This design comes from an exercise in tuning for small area and a short achievable clock period on the open sky130 flow, not from production work.
RTL that was checked went through simulation tests only; none was proved equivalent to the original.
Power is estimated from default activity; no workload was simulated.

==> inputs of violet <==
==> flow/design.v (excerpt) <==
module fp16_multiplier(
  input wire clk,
  input wire [15:0] a,
  input wire [15:0] b,
  output wire [15:0] out
);
==> flow/config.mk <==
export PLATFORM = sky130hd
export DESIGN_NAME = fp16_multiplier
export DESIGN_NICKNAME = fp16_multiplier
export VERILOG_FILES = /design/flow/design.v
export SDC_FILE = /design/flow/constraint.sdc
export NUM_CORES = 4
export LEC_CHECK = 0
export CAP_MARGIN = 20
export CORE_MARGIN = 2
export CORE_UTILIZATION = 40
export SETUP_SLACK_MARGIN = 2.8
export SLEW_MARGIN = 20
==> flow/constraint.sdc <==
create_clock -name core_clock -period 5.0 [get_ports {clk}]
set_input_delay 1.0000 -clock core_clock [delete_from_list [all_inputs] [get_ports {clk}]]
set_output_delay 1.0000 -clock core_clock [all_outputs]
set_load 0.01 [all_outputs]
standard.sh (not shown) runs the stock make flow with config.mk's settings and CLKGATE_MAP_FILE= SYNTH_SCRIPT=/design/flow/synth_recipe.tcl, a recipe that flattens the netlist after the stock synthesis.
==> flow/flow/run.sh <==
#!/bin/bash
# The standard layout (standard.sh), with two changes:
# - synthesis leaves full and half adders to ABC (ADDER_MAP_FILE empty: no extract_fa,
#   no fa/ha cells);
# - the port buffers are buf_2 cells instead of the delay buffers buffer_ports picks.
set -euo pipefail
ADDER_MAP_FILE= bash standard.sh synth > synth.log 2>&1
BUFFER_PORTS_ARGS="-buffer_cell sky130_fd_sc_hd__buf_2" bash standard.sh > layout.log 2>&1
==> onyx (differences from violet) <==
--- a/flow/design.v
+++ b/flow/design.v
@@ -227,25 +227,25 @@
   wire fc53 = (1'b1 & fs35) | (fc34 & (1'b1 ^ fs35));
   wire fs54 = t5_10 ^ ~bn[4] ^ fc35;
   wire fc54 = (t5_10 & ~bn[4]) | (fc35 & (t5_10 ^ ~bn[4]));
   wire fs55 = t5_11 ^ 1'b1;
   wire fc55 = t5_11 & 1'b1;
-  wire [3:0] lx = {fs37, bn[1], t0_1, t0_0};
-  wire [3:0] ly = {fc36, fs36, 1'b0, bn[0]};
-  wire [4:0] lsum = {1'b0, lx} + {1'b0, ly};
-  wire s1_cin = lsum[4];
-  wire [21:4] s1_hx = {fs55, fs54, fs53, fs52, fs51, fs50, fs49, fs48, fs47, fs46, fs45, fs44, fs43, fs42, fs41, fs40, fs39, fs38};
-  wire [21:4] s1_hy = {fc54, fc53, fc52, fc51, fc50, fc49, fc48, fc47, fc46, fc45, fc44, fc43, fc42, fc41, fc40, fc39, fc38, fc37};
-  reg [21:4] r1_hx, r1_hy;
+  wire [7:0] lx = {fs41, fs40, fs39, fs38, fs37, bn[1], t0_1, t0_0};
+  wire [7:0] ly = {fc40, fc39, fc38, fc37, fc36, fs36, 1'b0, bn[0]};
+  wire [8:0] lsum = {1'b0, lx} + {1'b0, ly};
+  wire s1_cin = lsum[8];
+  wire [21:8] s1_hx = {fs55, fs54, fs53, fs52, fs51, fs50, fs49, fs48, fs47, fs46, fs45, fs44, fs43, fs42};
+  wire [21:8] s1_hy = {fc54, fc53, fc52, fc51, fc50, fc49, fc48, fc47, fc46, fc45, fc44, fc43, fc42, fc41};
+  reg [21:8] r1_hx, r1_hy;
   reg r1_cin, r1_sticky, r1_nan, r1_s;
   reg [5:0] r1_esum;
   always @(posedge clk) begin
     r1_hx <= s1_hx; r1_hy <= s1_hy; r1_cin <= s1_cin; r1_sticky <= r0_sticky;
     r1_nan <= r0_nan; r1_s <= r0_s; r1_esum <= r0_esum;
   end
-  wire [18:0] psum = {r1_hx, 1'b1} + {r1_hy, r1_cin};
-  wire [21:8] s2_p = psum[18:5];
+  wire [14:0] psum = {r1_hx, 1'b1} + {r1_hy, r1_cin};
+  wire [21:8] s2_p = psum[14:1];
   reg [21:8] r2_p;
   reg r2_sticky, r2_nan, r2_s;
   reg [5:0] r2_esum;
   always @(posedge clk) begin
     r2_p <= s2_p; r2_sticky <= r1_sticky;
==> flow/flow/run.sh (replaced) <==
#!/bin/bash
# The standard layout (standard.sh), with these changes:
# - synthesis leaves full and half adders to ABC (ADDER_MAP_FILE empty: no extract_fa,
#   no fa/ha cells);
# - the port buffers are buf_1 cells instead of the delay buffers buffer_ports picks;
# - clock tree synthesis inserts no dummy loads.
set -euo pipefail
ADDER_MAP_FILE= bash standard.sh synth > synth.log 2>&1
export BUFFER_PORTS_ARGS="-buffer_cell sky130_fd_sc_hd__buf_1"
export CTS_ARGS="-sink_clustering_enable -repair_clock_nets -dont_use_dummy_load -buf_list sky130_fd_sc_hd__clkbuf_8 -sink_clustering_size 20"
bash standard.sh > layout.log 2>&1
--- a/flow/config.mk
+++ b/flow/config.mk
@@ -6,7 +6,9 @@
 export NUM_CORES = 4
 export LEC_CHECK = 0
 export CAP_MARGIN = 20
 export CORE_MARGIN = 2
 export CORE_UTILIZATION = 40
+export CTS_BUF_LIST = sky130_fd_sc_hd__clkbuf_8
+export CTS_CLUSTER_SIZE = 20
 export SETUP_SLACK_MARGIN = 2.8
 export SLEW_MARGIN = 20
==> qor summary <==
metric                                                                         violet                  onyx
Status                                                       timing/DRC/antenna clean  timing/DRC/antenna clean
Met3 track demand over resource                                               0.03844               0.03302
Sw Share                                                                       0.3598                0.3712
Share of cell area taken by multi-input logic gates                            0.5064                0.5459
Sinks on Clock Net                                                                159                   151
Seq group                                                                     2.16 mW               2.02 mW
Crit. path cell count                                                               6                     8
Kind of launch point of the worst setup path                               input port              register
Final cell utilization of the core                                             0.4790                0.4597
IR Drop Worst-Case VDD                                                      0.3248 mV             0.2289 mV
Die W                                                                        146.7 um              145.1 um
Instance count of the mapped netlist                                              855                   859
Peak clock frequency supported by timing                                    441.2 MHz             431.4 MHz
Area enclosed by the die boundary                                         21,510 um^2           21,070 um^2
Kind of critical path                                          input port to register  register to register
Proportion of cell area spent on the clock network                            0.06432               0.02607
# resized after CTS                                                                49                    46
Sequential cell fraction of total power                                         0.375                 0.404
Clock network power share                                                       0.223                 0.134
Place WS                                                                     2.198 ns              2.372 ns
Slew at the pin with the worst max-slew slack                               0.5653 ns             0.6870 ns
Clock network latency to the later pin of the worst-skew pair                 0.43 ns               0.45 ns
Plain + repair buffers                                                             76                    72
Final RePlAce weighted congestion                                              0.8042                0.8232
Number of well-tap cells placed                                                   270                   265
Function not checked in violet: the RTL went through the layout flow alone.

[re-timing with driven ports]
Ports are ideal in the flow. The routed layouts listed here were re-timed in OpenROAD.
Step 1 assumes that a clkbuf_16 drives the clock port and a buf_2 every other input.
Step 2 times the ports against the registers' clock, not the clock port: input delays grow and output delays shrink by t, the midpoint of the rising clock arrivals with the driver on.
a / b / c = ideal ports / drivers / drivers and shift; a / b = the first two.
run	shift t [ns]	setup slack, ns	worst hold slack (ns)	worst setup path after step 2
violet	0.473	2.734 / 2.740 / 2.267	0.324 / 0.324 / 0.324	input to register
onyx	0.471	2.682 / 2.682 / 2.507	0.308 / 0.308 / 0.308	input to register
After both steps setup and hold are still met in every run listed. For violet, which loses most, drivers alone change the setup slack by +0.006 ns; drivers and shift together by -0.467 ns.
